This design comes from an exercise in tuning for small area on the open sky130 flow, not from production work.
The RTL was checked by simulation tests, not by an equivalence proof against the original design.
Power is estimated from default activity; no workload was simulated.

==> flow/design.v <==
`timescale 1ns / 1ps
module decoder_3_8(
    a,
    b,
    c,
    out
   );
   input a;
   input b;
   input c;
   output [7:0]out;
   reg[7:0]out;
   always@(*)begin
        case({a,b,c})
            3'b000:out=8'b11111110;
            3'b001:out=8'b11111101;
            3'b010:out=8'b11111011;
            3'b011:out=8'b11110111;
            3'b100:out=8'b11101111;
            3'b101:out=8'b11011111;
            3'b110:out=8'b10111111;
            3'b111:out=8'b01111111;
        endcase         
   end
endmodule
`timescale 1ns / 1ps
module hex8(
    Clk,
    Reset_n,
    Disp_Data,
    SEL,
    SEG
    );
    input Clk;
    input Reset_n;
    input [31:0]Disp_Data;
    output wire[7:0]SEL;
    output reg[7:0]SEG;
    reg [29:0]cnt;
    reg [2:0]cnt_sel;
    reg [3:0]data_temp;
    parameter MCNT=1-1;  
    parameter MCNT_sel=8-1;
    always@(posedge Clk or negedge Reset_n)
    if(!Reset_n)
        cnt<=0;
    else if(cnt==MCNT)
        cnt<=0;
    else 
        cnt<=cnt+1'b1;
    always@(posedge Clk or negedge Reset_n)
    if(!Reset_n)
        cnt_sel<=0;
    else if(cnt==MCNT)begin
        if(cnt_sel==MCNT_sel)
            cnt_sel<=0;
        else
            cnt_sel<=cnt_sel+1'b1;
        end
    decoder_3_8 decoder_3_8_inst(
    .a(cnt_sel[2]),
    .b(cnt_sel[1]),
    .c(cnt_sel[0]),
    .out(SEL)
   );
    always@(posedge Clk)
    case(data_temp)
        0:SEG<=8'b1100_0000;
        1:SEG<=8'b1111_1001;
        2:SEG<=8'b1010_0100;            
        3:SEG<=8'b1011_0000;
        4:SEG<=8'b1001_1001;
        5:SEG<=8'b1001_0010;
        6:SEG<=8'b1000_0010;
        7:SEG<=8'b1111_1000;
        8:SEG<=8'b1000_0000;
        9:SEG<=8'b1001_0000;
        10:SEG<=8'b1011_1111;
        11:SEG<=8'b1111_1111;
        default:SEG<=8'b0000_0000;
    endcase
    always@(*)
    case(cnt_sel)
        0:data_temp<=Disp_Data[3:0];
        1:data_temp<=Disp_Data[7:4];
        2:data_temp<=Disp_Data[11:8];
        3:data_temp<=Disp_Data[15:12];
        4:data_temp<=Disp_Data[19:16];
        5:data_temp<=Disp_Data[23:20];
        6:data_temp<=Disp_Data[27:24];
        7:data_temp<=Disp_Data[31:28];
    endcase
endmodule
`timescale 1ns / 1ps
module key_filter(
    Clk,
    Reset_n,
    Key,
    Key_P_flag,
    Key_R_flag
    );
    input Clk;
    input Reset_n;
    input Key;
    output reg Key_P_flag;
    output reg Key_R_flag;
    reg sync_d0_Key;
    reg sync_d1_Key;
    reg Key_r;
    reg [1:0]state;
    reg [29:0]cnt;
    wire Key_pedge;
    wire Key_nedge;
    wire timewait_20ms;
    parameter MCNT=20;  
    localparam IDLE=0;
    localparam P_FILTER=1;
    localparam WAIT_R=2;
    localparam R_FILTER=3;
    always@(posedge Clk)
        sync_d0_Key<=Key;
    always@(posedge Clk)
        sync_d1_Key<=sync_d0_Key;
    always@(posedge Clk)
        Key_r<=sync_d1_Key;
    assign Key_pedge=(Key_r==0)&&(sync_d1_Key==1);
    assign Key_nedge=(Key_r==1)&&(sync_d1_Key==0);
    always@(posedge Clk or negedge Reset_n)
    if(!Reset_n)
        cnt<=0;
    else if((state==P_FILTER)||(state==R_FILTER))
        cnt<=cnt+1'b1;
    else
        cnt<=0;
    assign timewait_20ms=cnt>=MCNT;
    always@(posedge Clk or negedge Reset_n)
    if(!Reset_n)begin
        state<=0;
        Key_P_flag<=0;
        Key_R_flag<=0;
    end
    else 
        case(state)
            IDLE:begin
                Key_R_flag<=0;
                if(Key_nedge==1)begin
                    state<=P_FILTER;
                end
            end
            P_FILTER:begin
                if(timewait_20ms)begin
                    Key_P_flag<=1;
                    state<=WAIT_R;
                end
                else if(Key_pedge==1)
                    state<=IDLE;
                else 
                    state<=state;
            end
            WAIT_R:begin
                Key_P_flag<=0;
                if(Key_pedge==1)begin
                    state<=R_FILTER;
                end
            end
            R_FILTER:begin
                if(timewait_20ms)begin
                    Key_R_flag<=1;
                    state<=IDLE;
                end
                else if(Key_nedge==1)
                    state<=WAIT_R;
                else 
                    state<=state;
            end
            endcase
endmodule
`timescale 1ns / 1ps
module calendar(
    Clk,
    Reset_n,
    cnt_inc,
    cnt_dec,
    full_flag,
    Data
    );
    input Clk;
    input Reset_n;
    input [2:0]cnt_inc;
    input [2:0]cnt_dec;
    input full_flag;
    output reg[31:0]Data;
    reg [3:0]cnt_0;
    reg [3:0]cnt_1;
    reg [3:0]cnt_2;
    reg [3:0]cnt_3;
    reg [3:0]cnt_4;
    reg [3:0]cnt_5;
    reg month_b; 
    reg leap_year; 
    reg year_full;
    reg month_full;
    reg day_full;
    always @(*) begin
        month_b=0;  
        if(cnt_3==0)
            case(cnt_2)
                1,3,5,7,8:month_b=1; 
                default:month_b=0; 
            endcase
        else if(cnt_3==1)
            case(cnt_2)
                0,2:month_b=1; 
                default:month_b=0; 
            endcase
    end
    always @(*) begin
        if((cnt_4+cnt_5*10)%4==0)
            leap_year=1; 
        else
            leap_year=0; 
    end
    always @(*) begin
        day_full=0;  
        if((cnt_5==9)&&(cnt_4==9))
            year_full=1;
        else
            year_full=0;
        if ((cnt_3==1)&&(cnt_2==2)) 
            month_full=1;
        else
            month_full=0;
        if(month_b==1) begin
            if((cnt_1==3)&&(cnt_0==1))
                day_full=1;
            else
                day_full=0;
        end
        else if((month_b==0)&&(cnt_2==2))begin
            if(leap_year==1) begin
                if(((cnt_1==2)&&(cnt_0==9))||(cnt_1==3))
                    day_full=1;
                else
                    day_full=0;
            end
            else if(leap_year==0) begin
                if(((cnt_1==2)&&(cnt_0>=8))||(cnt_1==3))
                    day_full=1;
                else
                    day_full=0;
            end
        end
        else if(month_b==0) begin
            if(cnt_1==3)
                day_full=1;
            else
                day_full=0;
        end
    end
    always @(posedge Clk or negedge Reset_n) begin
        if(!Reset_n)begin
            cnt_0<=4'b0001;
            cnt_1<=4'b0000;
            cnt_2<=4'b0001;
            cnt_3<=4'b0000;
            cnt_4<=4'b0000;
            cnt_5<=4'b0000;
        end
        else begin
            if (cnt_inc[0]==1)
                if(day_full==1) begin
                    cnt_0<=1;
                    cnt_1<=0;
                end
                else if(cnt_0==9) begin
                    cnt_0<=0;
                    cnt_1<=cnt_1+1;
                end
                else
                    cnt_0<=cnt_0+1;
            else if (cnt_dec[0]==1)
                if(cnt_0==1&&cnt_1==0) begin
                    if(month_b==1)begin
                        cnt_0<=1;
                        cnt_1<=3;
                    end
                    else if(month_b==0&&cnt_2==2) begin
                        if(leap_year==1) begin
                            cnt_0<=9;
                            cnt_1<=2;
                        end
                        else if(leap_year==0) begin
                            cnt_0<=8;
                            cnt_1<=2;
                        end
                    end
                    else begin
                        cnt_0<=0;
                        cnt_1<=3;
                    end
                end
                else if(cnt_0==0) begin
                    cnt_0<=9;
                    cnt_1<=cnt_1-1;
                end
                else
                    cnt_0<=cnt_0-1;
            if(cnt_inc[1]==1)
                if(month_full==1)begin
                    cnt_2<=1;
                    cnt_3<=0;
                end
                else if((cnt_2==9))begin
                    cnt_2<=0;
                    cnt_3<=cnt_3+1;
                end
                else
                    cnt_2<=cnt_2+1;
            else if(cnt_dec[1]==1)
                if(cnt_2==1&&cnt_3==0)begin
                    cnt_2<=2;
                    cnt_3<=1;
                end
                else if(cnt_2==0)begin
                    cnt_2<=9;
                    cnt_3<=cnt_3-1;
                end
                else
                    cnt_2<=cnt_2-1;
            if(cnt_inc[2]==1)
                if((year_full==1)) begin
                    cnt_4<=0;
                    cnt_5<=0;
                end
                else if((cnt_4==9))begin
                    cnt_4<=0;
                    cnt_5<=cnt_5+1;
                end
                else
                    cnt_4<=cnt_4+1;
            else if(cnt_dec[2]==1)
                if(cnt_4==0&&cnt_5==0)begin
                    cnt_4<=9;
                    cnt_5<=9;
                end
                else if(cnt_4==0)begin
                    cnt_4<=9;
                    cnt_5<=cnt_5-1;
                end
                else
                    cnt_4<=cnt_4-1;
            if(full_flag==1) begin
                if(day_full==1)begin
                    cnt_0<=1;
                    cnt_1<=0;
                    if(month_full==1)begin
                        cnt_2<=1;
                        cnt_3<=0;
                        if(year_full==1) begin
                            cnt_4<=0;
                            cnt_5<=0;
                        end
                        else if((cnt_4==9))begin
                            cnt_4<=0;
                            cnt_5<=cnt_5+1;
                        end
                        else
                            cnt_4<=cnt_4+1;
                    end
                    else if((cnt_2==9))begin
                        cnt_2<=0;
                        cnt_3<=cnt_3+1;
                    end
                    else
                        cnt_2<=cnt_2+1;
                end
                else if(cnt_0==9) begin
                    cnt_0<=0;
                    cnt_1<=cnt_1+1;
                end
                else
                    cnt_0<=cnt_0+1;
            end
        end
    end
    always@(posedge Clk)begin
        Data<={cnt_0,cnt_1,cnt_2,cnt_3,cnt_4,cnt_5,4'b0000,4'b0010};
    end
endmodule
`timescale 1ns / 1ps
module alarm(
    Clk,
    Reset_n,
    cnt_inc,
    cnt_dec,
    Data
    );
    input Clk;
    input Reset_n;
    input [2:0]cnt_inc;
    input [2:0]cnt_dec;
    output reg[31:0]Data;
    reg [3:0]cnt_0;
    reg [3:0]cnt_1;
    reg [3:0]cnt_2;
    reg [3:0]cnt_3;
    reg [3:0]cnt_4;
    reg [3:0]cnt_5;
    always @(posedge Clk or negedge Reset_n) begin
        if (!Reset_n) begin
            cnt_0 <= 0;
            cnt_1 <= 0;
            cnt_2 <= 0;
            cnt_3 <= 0;
            cnt_4 <= 0;
            cnt_5 <= 0;
        end else begin
            if(cnt_inc[0]==1)
                if(cnt_0==9)begin
                    cnt_0<=0;
                    if(cnt_1==5)begin
                        cnt_1<=0;
                    end
                    else
                        cnt_1<=cnt_1+1;
                end
                else
                    cnt_0<=cnt_0+1;
            else if(cnt_dec[0]==1)
                if(cnt_0==0)begin
                    cnt_0<=9;
                    if(cnt_1==0)begin
                        cnt_1<=5;
                    end
                    else
                        cnt_1<=cnt_1-1;
                end
                else
                    cnt_0<=cnt_0-1;
            if(cnt_inc[1]==1)
                if(cnt_2==9)begin
                    cnt_2<=0;
                    if(cnt_3==5)begin
                        cnt_3<=0;
                    end
                    else
                        cnt_3<=cnt_3+1;
                end
                else
                    cnt_2<=cnt_2+1;
            else if(cnt_dec[1]==1)
                if(cnt_2==0)begin
                    cnt_2<=9;
                    if(cnt_3==0)begin
                        cnt_3<=5;
                    end
                    else
                        cnt_3<=cnt_3-1;
                end
                else
                    cnt_2<=cnt_2-1;
            if(cnt_inc[2]==1)
                if(cnt_4==3&&cnt_5==2)begin
                    cnt_4<=0;
                    cnt_5<=0;
                end
                else if(cnt_4==9)begin
                    cnt_4<=0;
                    cnt_5<=cnt_5+1;
                end
                else
                    cnt_4<=cnt_4+1;
            else if(cnt_dec[2]==1)
                if(cnt_4==0)begin
                    if(cnt_5==0)begin
                        cnt_4<=3;
                        cnt_5<=2;
                    end
                    else begin
                        cnt_4<=9;
                        cnt_5<=cnt_5-1;
                    end
                end
                else
                    cnt_4<=cnt_4-1;
        end
    end
    always@(*) begin
        Data={cnt_0,cnt_1,4'hA,cnt_2,cnt_3,4'hA,cnt_4,cnt_5};
    end
endmodule
`timescale 1ns / 1ps
module counter_down(
    Clk,
    Reset_n,
    cnt_inc,
    cnt_dec,
    cnt_down,
    Data,
    start_flag,
    reset_flag
    );
    input Clk;
    input Reset_n;
    input [2:0] cnt_inc;
    input [2:0] cnt_dec;
    input cnt_down;
    input start_flag;
    input reset_flag;
    output reg [31:0] Data;
    reg [31:0] Data_last;
    reg start_flag_r;
    reg [3:0]cnt_0;
    reg [3:0]cnt_1;
    reg [3:0]cnt_2;
    reg [3:0]cnt_3;
    reg [3:0]cnt_4;
    reg [3:0]cnt_5;
    always @(posedge Clk or negedge Reset_n) begin
        if(!Reset_n)begin
            cnt_0 <= 4'd0;
            cnt_1 <= 4'd0;
            cnt_2 <= 4'd0;
            cnt_3 <= 4'd0;
            cnt_4 <= 4'd0;  
            cnt_5 <= 4'd0;
        end
        else if(reset_flag==1)begin
            cnt_0 <= Data_last[31:28];
            cnt_1 <= Data_last[27:24];
            cnt_2 <= Data_last[19:16];
            cnt_3 <= Data_last[15:12];
            cnt_4 <= Data_last[7:4];
            cnt_5 <= Data_last[3:0];
        end
        else begin
            if(cnt_inc[0]==1)begin
                if(cnt_0==9)begin
                    cnt_0<=0;
                    if(cnt_1==5)
                        cnt_1<=0;
                    else
                        cnt_1<=cnt_1+1;
                end
                else
                    cnt_0<=cnt_0+1;
            end
            else if(cnt_dec[0]==1)begin
                if(cnt_0==0)begin
                    cnt_0<=9;
                    if(cnt_1==0)
                        cnt_1<=5;
                    else
                        cnt_1<=cnt_1-1;
                end
                else
                    cnt_0<=cnt_0-1;
            end
            if(cnt_inc[1]==1)begin
                if(cnt_2==9)begin
                    cnt_2<=0;
                    if(cnt_3==5)
                        cnt_3<=0;
                    else
                        cnt_3<=cnt_3+1;
                end
                else
                    cnt_2<=cnt_2+1;
            end
            else if(cnt_dec[1]==1)begin
                if(cnt_2==0)begin
                    cnt_2<=9;
                    if(cnt_3==0)
                        cnt_3<=5;
                    else
                        cnt_3<=cnt_3-1;
                end
                else
                    cnt_2<=cnt_2-1;
            end
            if(cnt_inc[2]==1)begin
                if(cnt_4==3&&cnt_5==2)begin
                    cnt_4<=0;
                    cnt_5<=0;
                end
                else if(cnt_4==9)begin
                    cnt_4<=0;
                    cnt_5<=cnt_5+1;
                end
                else
                    cnt_4<=cnt_4+1;
            end
            else if(cnt_dec[2]==1)begin
                if(cnt_4==0)begin
                    if(cnt_5==0)begin
                        cnt_4<=3;
                        cnt_5<=2;
                    end
                    else begin
                            cnt_4<=9;
                            cnt_5<=cnt_5-1;
                        end
                end
                else
                    cnt_4<=cnt_4-1;
            end
            if(cnt_down==1)begin
                if(cnt_0==0)begin
                    cnt_0<=9;
                    if(cnt_1==0)begin
                        cnt_1<=5;
                        if(cnt_2==0)begin
                            cnt_2<=9;
                            if(cnt_3==0)begin
                                cnt_3<=5;
                                if(cnt_4==0)begin
                                    if(cnt_5==0)begin
                                        cnt_5<=2;
                                        cnt_4<=3;
                                    end
                                    else begin
                                        cnt_4<=9;
                                        cnt_5<=cnt_5-1;
                                    end
                                end
                                else
                                    cnt_4<=cnt_4-1;
                            end
                            else
                                cnt_3<=cnt_3-1;
                        end
                        else begin
                            cnt_2<=cnt_2-1;
                        end
                    end
                    else
                        cnt_1<=cnt_1-1;
                end
                else
                    cnt_0<=cnt_0-1;
            end
        end
    end
    always @(posedge Clk) begin
        start_flag_r<=start_flag;
    end
    always @(posedge Clk or negedge Reset_n) begin
        if(!Reset_n) begin
            Data<=0;
            Data_last<=0;
        end
        else if(start_flag_r==1) begin
            Data_last<={cnt_0,cnt_1,4'hA,cnt_2,cnt_3,4'hA,cnt_4,cnt_5};
        end
        else begin
            Data<={cnt_0,cnt_1,4'hA,cnt_2,cnt_3,4'hA,cnt_4,cnt_5};
        end
    end
endmodule
`timescale 1ns / 1ps
module electric_clock(
    Clk,
    Reset_n,
    Key,
    LED,
    SEL,
    SEG
    );
    input Clk;
    input Reset_n;
    input [3:0]Key;
    output [3:0]LED;
    reg LED_3;  
    output [7:0]SEL;
    output [7:0]SEG;
    reg [31:0]Data;
    wire [31:0]Data_clock;
    wire [31:0]Data_calendar;
    wire [31:0]Data_alarm;
    reg [31:0]Data_alarm_s1;
    reg [31:0]Data_alarm_s2;
    reg [31:0]Data_alarm_s3;
    wire [31:0]Data_counter_down;
    reg [2:0]state1;
    reg [2:0]state2;
    reg[1:0]key_state;
    reg[1:0]alarm_state;
    wire[3:0]Point;
    wire [3:0]Key_P_flag;
    wire [3:0]Key_R_flag;
    assign Point=4'hA;
    reg[29:0]cnt_s;
    reg[29:0]cnt_flash; 
    reg[29:0]cnt_key_time;
    reg[29:0]cnt_alarm_time;
    reg[29:0]cnt_counter_down_flash;
    reg[3:0]cnt_0;
    reg[3:0]cnt_1;
    reg[3:0]cnt_2;
    reg[3:0]cnt_3;
    reg[3:0]cnt_4;
    reg[3:0]cnt_5;
    reg[5:0]cnt_inc; 
    reg[5:0]cnt_dec; 
    reg[2:0]cnt_inc_c;
    reg[2:0]cnt_dec_c;
    reg[2:0]cnt_inc_a;
    reg[2:0]cnt_dec_a;
    reg[2:0]cnt_inc_d;
    reg[2:0]cnt_dec_d;
    reg f_clear;
    reg [2:0]alarm_set;
    reg [29:0]cnt_down;
    reg count_d;
    reg start_flag;
    reg reset_flag;
    parameter MCNT_F=500-1;  
    parameter MCNT_S=1000-1;
    parameter MCNT_2S =2000-1;
    parameter MCNT_5S =5000-1;
    parameter MCNT_10S=10000-1;
    localparam CLOCK=0;
    localparam CLOCK_C=1;
    localparam CALENDAR=2;
    localparam CALENDAR_C=3;
    localparam ALARM=4;
    localparam COUNTER_D_SET=5;
    localparam COUNTER_D_START=6;
    hex8 hex8_inst(
    .Clk(Clk),
    .Reset_n(Reset_n),
    .Disp_Data(Data),
    .SEL(SEL),
    .SEG(SEG)
    );
    key_filter key_filter_inst0( 
    .Clk(Clk),
    .Reset_n(Reset_n),
    .Key(Key[0]),
    .Key_P_flag(Key_P_flag[0]),
    .Key_R_flag(Key_R_flag[0])
    );
    key_filter key_filter_inst1( 
    .Clk(Clk),
    .Reset_n(Reset_n),
    .Key(Key[1]),
    .Key_P_flag(Key_P_flag[1]),
    .Key_R_flag(Key_R_flag[1])
    );
    key_filter key_filter_inst2( 
    .Clk(Clk),
    .Reset_n(Reset_n),
    .Key(Key[2]),
    .Key_P_flag(Key_P_flag[2]),
    .Key_R_flag(Key_R_flag[2])
    );
    key_filter key_filter_inst3( 
    .Clk(Clk),
    .Reset_n(Reset_n),
    .Key(Key[3]),
    .Key_P_flag(Key_P_flag[3]),
    .Key_R_flag(Key_R_flag[3])
    );
    always@(posedge Clk or negedge Reset_n)begin
        if(!Reset_n) begin
            cnt_s<=0;
            cnt_0<=0;
            cnt_1<=0;
            cnt_2<=0;
            cnt_3<=0;
            cnt_4<=0;
            cnt_5<=0;
            f_clear<=0;
            cnt_inc[1]<=0;
            cnt_inc[3]<=0;
            cnt_inc[5]<=0;
            cnt_dec[1]<=0;
            cnt_dec[3]<=0;
            cnt_dec[5]<=0;
        end
        else begin
            if(cnt_s==MCNT_S)
                cnt_s<=0;
            else 
                cnt_s<=cnt_s+1'b1;
            if(cnt_inc[0]==1)
                if(cnt_0==9)begin
                    cnt_0<=0;
                    cnt_inc[1]<=1;
                end
                else 
                    cnt_0<=cnt_0+1'b1;
            else if (cnt_dec[0]==1)
                if(cnt_0==0)begin
                    cnt_0<=9;
                    cnt_dec[1]<=1;
                end
                else 
                    cnt_0<=cnt_0-1'b1;
            else if (cnt_inc[1]==1)
                cnt_inc[1]<=0;
            else if (cnt_dec[1]==1)
                cnt_dec[1]<=0; 
            else if(cnt_s==MCNT_S)
                if(cnt_0==9)
                    cnt_0<=0;
                else
                    cnt_0<=cnt_0+1'b1;
            if(cnt_inc[1]==1)
                if(cnt_1==5)
                    cnt_1<=0;
                else
                    cnt_1<=cnt_1+1'b1;
            else if (cnt_dec[1]==1)
                if(cnt_1==0)
                    cnt_1<=5;
                else 
                    cnt_1<=cnt_1-1'b1;
            else if((cnt_0==9)&&(cnt_s==MCNT_S))begin
                if(cnt_1==5)
                    cnt_1<=0;
                else
                    cnt_1<=cnt_1+1'b1;
            end   
            if(cnt_inc[2]==1)
                if(cnt_2==9)begin
                    cnt_2<=0;
                    cnt_inc[3]<=1;
                end
                else 
                    cnt_2<=cnt_2+1'b1;
            else if (cnt_dec[2]==1)
                if(cnt_2==0)begin
                    cnt_2<=9;
                    cnt_dec[3]<=1;
                end
                else 
                    cnt_2<=cnt_2-1'b1;
            else if (cnt_dec[3]==1)
                cnt_dec[3]<=0; 
            else if (cnt_inc[3]==1)
                cnt_inc[3]<=0;  
            else if((cnt_1==5)&&(cnt_0==9)&&(cnt_s==MCNT_S))
                if(cnt_2==9)
                    cnt_2<=0;
                else
                    cnt_2<=cnt_2+1'b1;
            if(cnt_inc[3]==1)
                if(cnt_3==5)
                    cnt_3<=0;
                else
                    cnt_3<=cnt_3+1'b1;
            else if (cnt_dec[3]==1)
                if(cnt_3==0)
                    cnt_3<=5;
                else 
                    cnt_3<=cnt_3-1'b1;
            else if((cnt_1==5)&&(cnt_0==9)&&(cnt_s==MCNT_S)&&(cnt_2==9))
                if(cnt_3==5)
                    cnt_3<=0;
                else
                    cnt_3<=cnt_3+1'b1; 
            if(cnt_inc[4]==1)
                if((cnt_5==2)&&(cnt_4==3))begin
                    cnt_4<=0;
                    f_clear<=1;
                end
                else if(cnt_4==9)begin
                    cnt_4<=0;
                    cnt_inc[5]<=1;
                end
                else 
                    cnt_4<=cnt_4+1'b1;
            else if (cnt_dec[4]==1)
                if(cnt_4==0)begin
                    if(cnt_5==0)
                        cnt_4<=3;
                    else 
                        cnt_4<=9;
                    cnt_dec[5]<=1;
                end
                else 
                    cnt_4<=cnt_4-1'b1;
            else if (cnt_dec[5]==1)
                cnt_dec[5]<=0; 
            else if (cnt_inc[5]==1)
                cnt_inc[5]<=0;
            else if (f_clear==1)
                f_clear<=0;
            else if((cnt_1==5)&&(cnt_0==9)&&(cnt_s==MCNT_S)&&(cnt_2==9)&&(cnt_3==5)&&(cnt_4==3)&&(cnt_5==2))begin
                f_clear<=1;
                cnt_4<=0;
            end  
            else if((cnt_1==5)&&(cnt_0==9)&&(cnt_s==MCNT_S)&&(cnt_2==9)&&(cnt_3==5))
                if(cnt_4==9)
                    cnt_4<=0;
                else
                    cnt_4<=cnt_4+1'b1;
            if(f_clear==1)
                cnt_5<=0;
            else if(cnt_inc[5]==1)
                cnt_5<=cnt_5+1'b1;
            else if (cnt_dec[5]==1)
                if(cnt_5==0)
                    cnt_5<=2;
                else 
                    cnt_5<=cnt_5-1'b1;
            else if((cnt_1==5)&&(cnt_0==9)&&(cnt_s==MCNT_S)&&(cnt_2==9)&&(cnt_3==5)&&(cnt_4==9))
                    cnt_5<=cnt_5+1'b1;
        end
    end 
    calendar calendar_inst(
    .Clk(Clk),
    .Reset_n(Reset_n),
    .cnt_inc(cnt_inc_c),
    .cnt_dec(cnt_dec_c),
    .full_flag(f_clear),
    .Data(Data_calendar)
    );
    alarm alarm_inst1(
    .Clk(Clk),
    .Reset_n(Reset_n),
    .cnt_inc(cnt_inc_a),
    .cnt_dec(cnt_dec_a),
    .Data(Data_alarm)
    );
    counter_down counter_down_inst(
    .Clk(Clk),
    .Reset_n(Reset_n),
    .cnt_inc(cnt_inc_d),
    .cnt_dec(cnt_dec_d),
    .cnt_down(count_d),
    .start_flag(start_flag),
    .reset_flag(reset_flag),
    .Data(Data_counter_down)
    );
    always@(posedge Clk or negedge Reset_n)begin
    if(!Reset_n)begin
        state1<=0;
        state2<=0;
        alarm_set<=0;
        Data_alarm_s1<=32'hffff_ffff;
        Data_alarm_s2<=32'hffff_ffff;
        Data_alarm_s3<=32'hffff_ffff;
        count_d<=0;
        cnt_down<=0;
        start_flag<=0;
        reset_flag<=0;
        cnt_inc[0]<=0;
        cnt_inc[2]<=0;
        cnt_inc[4]<=0;
        cnt_dec[0]<=0;
        cnt_dec[2]<=0;
        cnt_dec[4]<=0;
        cnt_inc_c<=0;
        cnt_dec_c<=0;
        cnt_inc_a<=0;
        cnt_dec_a<=0;
        cnt_inc_d<=0;
        cnt_dec_d<=0;
        cnt_counter_down_flash<=0;
    end
    else if(cnt_inc[0]==1)
        cnt_inc[0]<=0;
    else if(cnt_inc[2]==1)
        cnt_inc[2]<=0;
    else if(cnt_inc[4]==1)
        cnt_inc[4]<=0;
    else if(cnt_dec[0]==1)
        cnt_dec[0]<=0;
    else if(cnt_dec[2]==1)
        cnt_dec[2]<=0;
    else if(cnt_dec[4]==1)
        cnt_dec[4]<=0;
    else if(cnt_inc_c[0]==1)
        cnt_inc_c[0]<=0;
    else if(cnt_inc_c[1]==1)
        cnt_inc_c[1]<=0;
    else if(cnt_inc_c[2]==1)
        cnt_inc_c[2]<=0;
    else if(cnt_dec_c[0]==1)
        cnt_dec_c[0]<=0;
    else if(cnt_dec_c[1]==1)
        cnt_dec_c[1]<=0;
    else if(cnt_dec_c[2]==1)
        cnt_dec_c[2]<=0;
    else if(cnt_inc_a[0]==1)
        cnt_inc_a[0]<=0;
    else if(cnt_inc_a[1]==1)
        cnt_inc_a[1]<=0;
    else if(cnt_inc_a[2]==1)
        cnt_inc_a[2]<=0;
    else if(cnt_dec_a[0]==1)
        cnt_dec_a[0]<=0;
    else if(cnt_dec_a[1]==1)
        cnt_dec_a[1]<=0;
    else if(cnt_dec_a[2]==1)
        cnt_dec_a[2]<=0;
    else if(cnt_inc_d[0]==1)
        cnt_inc_d[0]<=0;
    else if(cnt_inc_d[1]==1)
        cnt_inc_d[1]<=0;
    else if(cnt_inc_d[2]==1)
        cnt_inc_d[2]<=0;
    else if(cnt_dec_d[0]==1)
        cnt_dec_d[0]<=0;
    else if(cnt_dec_d[1]==1)
        cnt_dec_d[1]<=0;
    else if(cnt_dec_d[2]==1)
        cnt_dec_d[2]<=0;
    else case(state1)
            CLOCK:begin
                state2<=0;
                if(Key_P_flag[3]==1)
                    state1<=CLOCK_C;
            end
            CLOCK_C:begin
                if(Key_P_flag[3]==1)
                    state1<=CALENDAR;
                else if(cnt_s!=MCNT_S)
                    case(state2)
                        0:
                            if(Key_P_flag[2]==1)
                                state2<=1;
                            else if(Key_P_flag[1]==1)
                                cnt_inc[0]<=1; 
                            else if(Key_P_flag[0]==1)
                                cnt_dec[0]<=1; 
                        1:
                            if(Key_P_flag[2]==1)
                                state2<=2;
                            else if(Key_P_flag[1]==1)
                                cnt_inc[2]<=1;
                            else if(Key_P_flag[0]==1)
                                cnt_dec[2]<=1;
                        2:
                            if(Key_P_flag[2]==1)
                                state2<=0;
                            else if(Key_P_flag[1]==1)
                                cnt_inc[4]<=1;
                            else if(Key_P_flag[0]==1)   
                                cnt_dec[4]<=1;
                        default:
                            state2<=0;
                    endcase
            end
            CALENDAR:begin  
                state2<=0;
                if(Key_P_flag[3]==1)
                    state1<=CALENDAR_C;
            end
            CALENDAR_C:begin
                if(Key_P_flag[3]==1)
                    state1<=ALARM;
                else
                    case(state2)
                            0:
                                if(Key_P_flag[2]==1)
                                    state2<=1;
                                else if(Key_P_flag[1]==1)
                                    cnt_inc_c[0]<=1;
                                else if(Key_P_flag[0]==1)
                                    cnt_dec_c[0]<=1;
                            1:
                                if(Key_P_flag[2]==1)
                                    state2<=2;
                                else if(Key_P_flag[1]==1)
                                    cnt_inc_c[1]<=1;
                                else if(Key_P_flag[0]==1)
                                    cnt_dec_c[1]<=1;
                            2:
                                if(Key_P_flag[2]==1)
                                    state2<=0;
                                else if(Key_P_flag[1]==1)
                                    cnt_inc_c[2]<=1;
                                else if(Key_P_flag[0]==1)
                                    cnt_dec_c[2]<=1;
                            default:
                                state2<=0;
                endcase
            end
            ALARM:begin
                if(Key_P_flag[3]==1)begin
                    state1<=COUNTER_D_SET;
                    state2<=0;
                end
                else if(key_state==3)begin
                    if(alarm_set[0]==0)begin
                        alarm_set[0]<=1;
                        Data_alarm_s1<=Data_alarm;
                    end
                    else if(alarm_set[1]==0)begin
                        alarm_set[1]<=1;
                        Data_alarm_s2<=Data_alarm;
                    end
                    else if(alarm_set[2]==0)begin
                        alarm_set[2]<=1;
                        Data_alarm_s3<=Data_alarm;
                    end
                    else begin
                        Data_alarm_s1<=32'hffff_ffff;
                        Data_alarm_s2<=32'hffff_ffff;
                        Data_alarm_s3<=32'hffff_ffff;
                        alarm_set<=0;
                    end    
                end   
                else
                    case(state2)
                        0:
                            if(key_state==2)
                                state2<=1;
                            else if(Key_P_flag[1]==1)
                                cnt_inc_a[0]<=1;
                            else if(Key_P_flag[0]==1)
                                cnt_dec_a[0]<=1;
                        1:
                            if(key_state==2)
                                state2<=2;
                            else if(Key_P_flag[1]==1)
                                cnt_inc_a[1]<=1;
                            else if(Key_P_flag[0]==1)
                                cnt_dec_a[1]<=1;
                        2:
                            if(key_state==2)
                                state2<=0;
                            else if(Key_P_flag[1]==1)
                                cnt_inc_a[2]<=1;
                            else if(Key_P_flag[0]==1)   
                                cnt_dec_a[2]<=1;
                        default:
                            state2<=0;
                    endcase
            end
            COUNTER_D_SET:begin
                reset_flag<=0;
                if(Key_P_flag[3]==1)
                    state1<=CLOCK;
                else if(key_state==3)begin
                    state1<=COUNTER_D_START;
                    start_flag<=1;
                    state2<=0;
                end
                else
                    case(state2)
                        0:
                            if(key_state==2)
                                state2<=1;
                            else if(Key_P_flag[1]==1)
                                cnt_inc_d[0]<=1;
                            else if(Key_P_flag[0]==1)
                                cnt_dec_d[0]<=1;
                        1:
                            if(key_state==2)
                                state2<=2;
                            else if(Key_P_flag[1]==1)
                                cnt_inc_d[1]<=1;
                            else if(Key_P_flag[0]==1)
                                cnt_dec_d[1]<=1;
                        2:
                            if(key_state==2)
                                state2<=0;
                            else if(Key_P_flag[1]==1)
                                cnt_inc_d[2]<=1;
                            else if(Key_P_flag[0]==1)   
                                cnt_dec_d[2]<=1;
                        default:
                            state2<=0;
                    endcase
            end
            COUNTER_D_START:begin
                start_flag<=0;
                case(state2)
                    0:begin
                        if(key_state==2)begin
                            state2<=1;
                            cnt_down<=0;
                        end
                        else if(Key_P_flag[3]==1)begin
                            state1<=CLOCK;
                            state2<=0;
                            cnt_down<=0;
                        end
                        else if(Data_counter_down=={4'h0,4'h0,4'hA,4'h0,4'h0,4'hA,4'h0,4'h0})begin
                            count_d<=0;
                            cnt_down<=0;
                            state2<=2;
                        end
                        else if(cnt_down==MCNT_S)begin
                            cnt_down<=0;
                            count_d<=1;
                        end
                        else begin
                            count_d<=0;
                            cnt_down<=cnt_down+1'b1;
                        end
                    end
                    1:begin
                        count_d<=0;
                        if(key_state==2)
                            state2<=0;
                        else if(key_state==3)begin
                            reset_flag<=1;
                            cnt_down<=0;
                            state2<=0;
                            state1<=COUNTER_D_SET;
                        end
                        else if(Key_P_flag[3]==1)begin
                            state1<=CLOCK;
                            state2<=0;
                            cnt_down<=0;
                        end
                    end
                    2:begin
                        cnt_counter_down_flash<=cnt_counter_down_flash+1'b1;
                        if(cnt_counter_down_flash==MCNT_5S)begin
                            cnt_counter_down_flash<=0;
                            state2<=0;
                            state1<=CLOCK;
                        end
                        if(Key_P_flag[3]==1)begin
                            state1<=CLOCK;
                            state2<=0;
                            cnt_counter_down_flash<=0;
                        end
                    end
                    default:begin
                        state2<=0;
                        count_d<=0;
                    end
                endcase
            end
            default:
                state1<=CLOCK;
        endcase
    end
    always@(posedge Clk or negedge Reset_n)begin
        if(!Reset_n)begin
            key_state<=0;
            cnt_key_time<=0;
        end
        else begin
            case(key_state)
                0:
                    if(Key_P_flag[2]==1)begin
                        key_state<=1;
                        cnt_key_time<=0;
                    end
                1:
                    if(Key_R_flag[2]==1)begin
                        key_state<=2;
                        cnt_key_time<=0;
                    end
                    else if(cnt_key_time==MCNT_2S)begin
                        key_state<=3;
                        cnt_key_time<=0;
                    end
                    else begin
                        cnt_key_time<=cnt_key_time+1;
                    end
                default:
                    key_state<=0;
            endcase
        end
    end
    always@(posedge Clk or negedge Reset_n)begin
        if(!Reset_n)
            cnt_flash<=0;
        else
            if(cnt_flash==MCNT_F)
                cnt_flash<=0;
            else
                cnt_flash<=cnt_flash+1;
    end
    always@(posedge Clk)begin
        case(state1)
            CLOCK:
                Data<={cnt_0,cnt_1,Point,cnt_2,cnt_3,Point,cnt_4,cnt_5};
            CLOCK_C:
                if(cnt_flash<MCNT_F/2)
                    Data<={cnt_0,cnt_1,Point,cnt_2,cnt_3,Point,cnt_4,cnt_5};
                else if(state2==0)
                    Data<={4'hB,4'hB,Point,cnt_2,cnt_3,Point,cnt_4,cnt_5};
                else if(state2==1)
                    Data<={cnt_0,cnt_1,Point,4'hB,4'hB,Point,cnt_4,cnt_5};
                else if(state2==2)
                    Data<={cnt_0,cnt_1,Point,cnt_2,cnt_3,Point,4'hB,4'hB};
                else
                    Data<={cnt_0,cnt_1,Point,cnt_2,cnt_3,Point,cnt_4,cnt_5};
            CALENDAR:
                Data<=Data_calendar;
            CALENDAR_C:
                if(cnt_flash<MCNT_F/2)
                    Data<=Data_calendar;
                else if(state2==0)
                    Data<={4'hB,4'hB,Data_calendar[23:20],Data_calendar[19:16],Data_calendar[15:12],Data_calendar[11:8],Data_calendar[7:4],Data_calendar[3:0]};
                else if(state2==1)
                    Data<={Data_calendar[31:28],Data_calendar[27:24],4'hB,4'hB,Data_calendar[15:12],Data_calendar[11:8],Data_calendar[7:4],Data_calendar[3:0]};
                else if(state2==2)
                    Data<={Data_calendar[31:28],Data_calendar[27:24],Data_calendar[23:20],Data_calendar[19:16],4'hB,4'hB,4'hB,4'hB};
                else
                    Data<=Data_calendar;
            ALARM:
                if(cnt_flash<MCNT_F/2)
                    Data<=Data_alarm;
                else if(state2==0)
                    Data<={4'hB,4'hB,Data_alarm[23:20],Data_alarm[19:16],Data_alarm[15:12],Data_alarm[11:8],Data_alarm[7:4],Data_alarm[3:0]};
                else if(state2==1) 
                    Data<={Data_alarm[31:28],Data_alarm[27:24],Data_alarm[23:20],4'hB,4'hB,Data_alarm[11:8],Data_alarm[7:4],Data_alarm[3:0]};
                else if(state2==2)
                    Data<={Data_alarm[31:28],Data_alarm[27:24],Data_alarm[23:20],Data_alarm[19:16],Data_alarm[15:12],Data_alarm[11:8],4'hB,4'hB};
                else
                    Data<=Data_alarm;
            COUNTER_D_SET:
                if(cnt_flash<MCNT_F/2)
                    Data<=Data_counter_down;
                else if(state2==0)
                    Data<={4'hB,4'hB,Data_counter_down[23:20],Data_counter_down[19:16],Data_counter_down[15:12],Data_counter_down[11:8],Data_counter_down[7:4],Data_counter_down[3:0]};
                else if(state2==1) 
                    Data<={Data_counter_down[31:28],Data_counter_down[27:24],Data_counter_down[23:20],4'hB,4'hB,Data_counter_down[11:8],Data_counter_down[7:4],Data_counter_down[3:0]};
                else if(state2==2)
                    Data<={Data_counter_down[31:28],Data_counter_down[27:24],Data_counter_down[23:20],Data_counter_down[19:16],Data_counter_down[15:12],Data_counter_down[11:8],4'hB,4'hB};
                else
                    Data<=Data_counter_down;
            COUNTER_D_START:
                Data<=Data_counter_down;
            default:
                Data<={cnt_0,cnt_1,Point,cnt_2,cnt_3,Point,cnt_4,cnt_5};
        endcase
    end
    assign LED={LED_3,alarm_set};
    assign Data_clock={cnt_0,cnt_1,Point,cnt_2,cnt_3,Point,cnt_4,cnt_5};
    always@(posedge Clk or negedge Reset_n)begin
        if(!Reset_n)begin
            LED_3<=0;
            alarm_state<=0;
            cnt_alarm_time<=0;
        end
        else if(state1==COUNTER_D_START&&state2==2)
            if(cnt_flash<MCNT_F/2)
                LED_3<=1;
            else
                LED_3<=0;
        else
            case(alarm_state)
                0:begin
                    LED_3<=0;
                    cnt_alarm_time<=0;
                    if(Data_clock==Data_alarm_s1||Data_clock==Data_alarm_s2||Data_clock==Data_alarm_s3)
                        alarm_state<=1;
                end
                1:begin
                    cnt_alarm_time<=cnt_alarm_time+1'b1;
                    if(Key_P_flag[2]==1)
                        alarm_state<=0;
                    else if(cnt_alarm_time==MCNT_5S)begin
                        alarm_state<=2;
                        cnt_alarm_time<=0;
                    end
                    if(cnt_flash<MCNT_F/2)
                        LED_3<=1;
                    else
                        LED_3<=0;
                end
                2:begin
                    cnt_alarm_time<=cnt_alarm_time+1'b1;
                    if(Key_P_flag[2]==1)
                        alarm_state<=0;
                    else if(cnt_alarm_time==MCNT_10S)begin
                        alarm_state<=3;
                        cnt_alarm_time<=0;
                    end
                    LED_3<=0;
                end
                3:begin
                    cnt_alarm_time<=cnt_alarm_time+1'b1;
                    if(Key_P_flag[2]==1)
                        alarm_state<=0;
                    else if(cnt_alarm_time==MCNT_5S)begin
                        alarm_state<=0;
                        cnt_alarm_time<=0;
                    end
                    if(cnt_flash<MCNT_F/2)
                        LED_3<=1;
                    else
                        LED_3<=0;
                end
                default:
                    alarm_state<=0;
            endcase
    end
endmodule
==> flow/run.sh <==
#!/bin/bash
# synth_recipe.tcl (not shown) runs the flow's synth.tcl, then flattens the netlist and writes it again
# the make line also repeats each setting of config.mk as NAME=value (left out here)
make -C /OpenROAD-flow-scripts/flow DESIGN_CONFIG=/design/flow/config.mk WORK_HOME=/design/flow/orfs CLKGATE_MAP_FILE= SYNTH_SCRIPT=/design/flow/synth_recipe.tcl finish
==> flow/config.mk <==
export PLATFORM = sky130hd
export DESIGN_NAME = electric_clock
export DESIGN_NICKNAME = electric_clock
export VERILOG_FILES = /design/flow/design.v
export SDC_FILE = /design/flow/constraint.sdc
export NUM_CORES = 4
export LEC_CHECK = 0
export CAP_MARGIN = 20
export CORE_MARGIN = 2
export CORE_UTILIZATION = 40
export PLACE_DENSITY = 0.6
export SLEW_MARGIN = 20
==> flow/constraint.sdc <==
create_clock -name core_clock -period 20.0 [get_ports {Clk}]
set_input_delay 4.0000 -clock core_clock [delete_from_list [all_inputs] [get_ports {Clk}]]
set_output_delay 4.0000 -clock core_clock [all_outputs]
set_load 0.01 [all_outputs]
==> impl_results.md <==
* Die height at slightly above 300 um
* Slew @ Worst Pin at between 1 and 1.5 ns
* CTS max path bufs at 3
* Synthesized cell area at 37500 sq um
* Number of synthesized flops with an enable pin at 0
* Vias at just under 30000
* CP Cell Sequence: buf_8, buf_12, buf_4, buf_4
* CTS tree: yes
* Skew-Pair Late Insertion Delay at about 0.65 ns
* Worst path required time at between 20 and 25 ns
* Non-filler instance count after layout at between 5000 and 6000
* Setup CP Type: input port to async pin
* Crit share post-route at 0.326
* CTS resizes at 0
* Min Tclk post-route at between 6 and 7 ns
* Maxcap violations at 0
* Setup_tns at 0 ns
* CP peak stage delay at ~0.85 ns
* Synth async-reset ratio at 0.889
* First-pass GRT wire length at approximately 150 mm
* Vias in the first global route at roughly 28000
* Antenna cell count at 0
* Crit Path Max Fanout at about 160
* Mean post-synth cell area at between 9 and 10 sq um
* Worst reg2reg path depth at 7
* Clock Skew at 0.0317 ns
* Final Max Slew Viols at 0
* Setup WS pre-CTS at between 10 and 15 ns
* Mapped Cells at 4058
* Clk pin slew, worst setup/hold paths at around 0.060 ns
* Post-DRT Antenna Nets at 0
* Crit Reg-Reg Startpoint: state1[0]$_DFFE_PN0P_
* Post-DP HPWL at 62.4 mm
* Hold Fails Final Rpt at 0
* Final setup violation count at 0
* Crit path capture type: async pin
* Status: finished clean
* Ports at 26
* Initial core utilization at 0.403
* RSZ-0062 raised after global routing: false
* Routed WL at slightly above 90 mm
* Reg-to-Reg End: cnt_inc_d[2]$_DFFE_PN0P_
* Final GP Congestion at about 0.87
* Netlist cell types at between 100 and 150
* Max IR drop VDD at approximately 0.052 mV
* Arrival time of the worst setup path at 7.15 ns
* CTS hold repair buffers at 0
* Post-synth top flop: dfrtp_1
* CTS H-tree lvls at 3
* CTS Root Buffer Type: clkbuf_16
* Register area share after synthesis at 0.454
* I/O Buffers at 25
* Avg WL per Cell at 17.6 um
* Via-to-Cell Ratio at about 5.6
* Largest net degree at the start of global routing at approximately 160
* Tightest Hold Check Type: register to register
* R2R Setup Slk at around 17 ns
* Yosys reg bits at between 600 and 700
* Post-synth net total at between 4000 and 5000
* Critical-path top delay cell: buf_4
* DRT Pass-1 Iters at 6
* Relative slew margins at 0.311
* YS warnings at 7
* Nets@finish at 4029
* Hold slack at approximately 0.34 ns
* Hold Path Origin: key_filter_inst1.sync_d0_Key$_DFF_P_
* Overall Global Routing Usage at 0.193
* Endpoint, Worst Hold: key_filter_inst1.sync_d1_Key$_DFF_P_
* Final Core Density at 0.444
* Most frequent CP cell: buf_4
* Residual DRC count at 0
* Fmax at ~0.15 GHz
* Initial antenna violation count at 0
* Core Region at approximately 93000 sq um
* # clock sinks at about 690
* PwrDens at 73.6 nW/um^2
* Placed Instances at approximately 5100
* Pleak at approximately 0.017 uW
* Remaining Overflow, GRT at 0
* Rows at approximately 110
* Post-CTS setup buffers at 0
* Share of post-route cells with drive strength above 1 at 0.0887
* Drt initial violations at approximately 2400
* P&R area growth vs syn at 10.3%
* Type of origin of the critical path: input port
* TritonCTS Buffers at 80
* Hold Crit Depth at 0
* DIE WIDTH at 310 um
* Final worst slack at 13.49 ns
* Die area at between 90000 and 100000 sq um
==> how the worst max path moves through the flow <==
stage | from | end | slack (ns) | cells after the start
floorplan | hex8_inst.cnt_sel[1]$_DFFE_PN0N_ | SEL[1] | 14.85 | 4
detailed placement | Reset_n | key_filter_inst3.state[1]$_DFFE_PN0P_ | 12.66 | 4
CTS | Reset_n | key_filter_inst3.cnt[1]$_DFF_PN0_ | 13.34 | 4
global route | Reset_n | cnt_dec_d[0]$_DFFE_PN0P_ | 12.97 | 4
finish | Reset_n | cnt_dec_d[0]$_DFFE_PN0P_ | 13.49 | 4
global placement | Reset_n | key_filter_inst3.state[1]$_DFFE_PN0P_ | 12.65 | 4
==> kinds of logic (layout without fill, tap and decap cells) <==
logic type,Yosys count,in the layout,share of synthesized area
compound gates,804,804,0.140
xor+xnor,373,373,0.0872
fa+ha+maj,63,63,0.0210
buf+inv,340,305,0.0358
flops,691,691,0.454
mux,111,111,0.0317
simple gates,1676,1676,0.230
==> cells in the mapped netlist (16+ instances only) <==
cell type | instances | area share
dfrtp_1 | 537 | 0.36
nor2_1 | 385 | 0.039
nand2_1 | 353 | 0.035
o21ai_0 | 264 | 0.035
xnor2_1 | 216 | 0.050
nand3_1 | 188 | 0.025
clkbuf_1 | 169 | 0.017
xor2_1 | 157 | 0.037
a21oi_1 | 148 | 0.020
and2_1 | 125 | 0.021
nand4_1 | 115 | 0.019
inv_1 | 107 | 0.011
nor3_1 | 107 | 0.014
nor4_1 | 105 | 0.018
dfstp_2 | 77 | 0.054
dfxtp_1 | 77 | 0.041
ha_1 | 62 | 0.021
mux2_2 | 62 | 0.019
and3_1 | 57 | 0.0095
o31ai_1 | 51 | 0.010
mux2i_1 | 49 | 0.013
a31oi_1 | 41 | 0.0068
nor2b_1 | 38 | 0.0063
buf_2 | 37 | 0.0049
a22oi_1 | 31 | 0.0062
or3_1 | 31 | 0.0052
nand2b_1 | 30 | 0.0050
and4_1 | 28 | 0.0065
o22a_1 | 27 | 0.0063
o22ai_1 | 23 | 0.0038
o211ai_1 | 19 | 0.0038
o221ai_1 | 17 | 0.0040
or4_1 | 17 | 0.0034
a22o_1 | 16 | 0.0037
buf_1 | 16 | 0.0016
==> cells in the final DEF (no fill, tap or decap), types with 41 or more instances in the layout <==
cell type	count
a21oi_1	148
a31oi_1	41
and2_1	125
and3_1	56
clkbuf_16	82
dfrtp_1	534
dfstp_2	77
dfxtp_1	76
ha_1	62
inv_1	107
mux2_2	62
mux2i_1	49
nand2_1	353
nand3_1	188
nand4_1	115
nor2_1	384
nor3_1	107
nor4_1	105
o21ai_0	264
o31ai_1	50
xnor2_1	216
xor2_1	157
==> layout make-up <==
class / count / area (sq um)
multi-input combinational: 3027 / 19200
sequential: 691 / 17000
fill: 9079 / 51700
timing repair buffer: 50 / 477
clock buffer: 122 / 2420
clock inverter: 22 / 263
inverter: 111 / 417
tap: 1254 / 1570
==> routing by layer <==
| layer | vias up | GRT usage | part of all wire |
|---|---|---|---|
| li1 | 14300 | - | - |
| met1 | 14300 | 0.281 | 0.48 |
| met2 | 642 | 0.296 | 0.44 |
| met3 | 154 | 0.0313 | 0.049 |
| met4 | 0 | 0.0554 | 0.026 |
| met5 | - | 0 | 0 |
==> per-stage QoR <==
step / total power (uW) / cell area [sq um]
after global routing: 3150 / 41300
after floorplan: 1520 / 37500
after detailed placement: 1580 / 38600
final: 3040 / 41300
after CTS: 3080 / 41300
after global placement: 1580 / 38600
==> sequential cells by signal, summed over array words and instances, names as in the netlist, 8 cells and up <==
register	flops
Data_alarm_s3	25
hex8_inst.SEG	8
key_filter_inst1.cnt	30
cnt_counter_down_flash	30
Data_alarm_s2	25
cnt_key_time	30
cnt_alarm_time	30
cnt_down	30
counter_down_inst.Data	25
Data_alarm_s1	25
calendar_inst.Data	24
hex8_inst.cnt	30
key_filter_inst0.cnt	30
key_filter_inst3.cnt	30
cnt_s	30
key_filter_inst2.cnt	30
counter_down_inst.Data_last	24
cnt_flash	30
Data	32
==> report_power, final <==
part | internal, uW | switching, uW | total [uW]
Clock | 898 | 592 | 1490
Sequential | 1410 | 32.1 | 1450
Combinational | 36.1 | 69.6 | 106
Total | 2350 | 693 | 3040
==> worst max-delay path: cells and delay by family <==
family	cells	cell delay, ns
buffers and inverters	4	2.73

## what the ideal ports hide
Ports are ideal in the flow. The routed layout listed here was re-timed in OpenROAD. Step 1 sets driving cells, clkbuf_16 on the clock port and buf_2 on the other inputs (assumed; they add their load-dependent delay and slew). Step 2 moves the port delays by t, midway between the first and last clock arrival at a register: inputs arrive t later, outputs are due t later. That takes back most of the time a late clock gives input paths. a / b / c = ideal / step 1 / step 2; a / b = the first two.
t (ns): 0.696
setup WS [ns]: 13.489 / 13.500 / 12.804
worst setup path after step 2: input, reset recovery
slew at the worst register clock pin (ns): 0.07 / 0.07
cell pins on the clock port's net: 1
After both steps this run still meets setup and hold. For this run, drivers alone change the setup slack by +0.011 ns; drivers and shift together by -0.685 ns. Setup slack includes reset recovery checks.
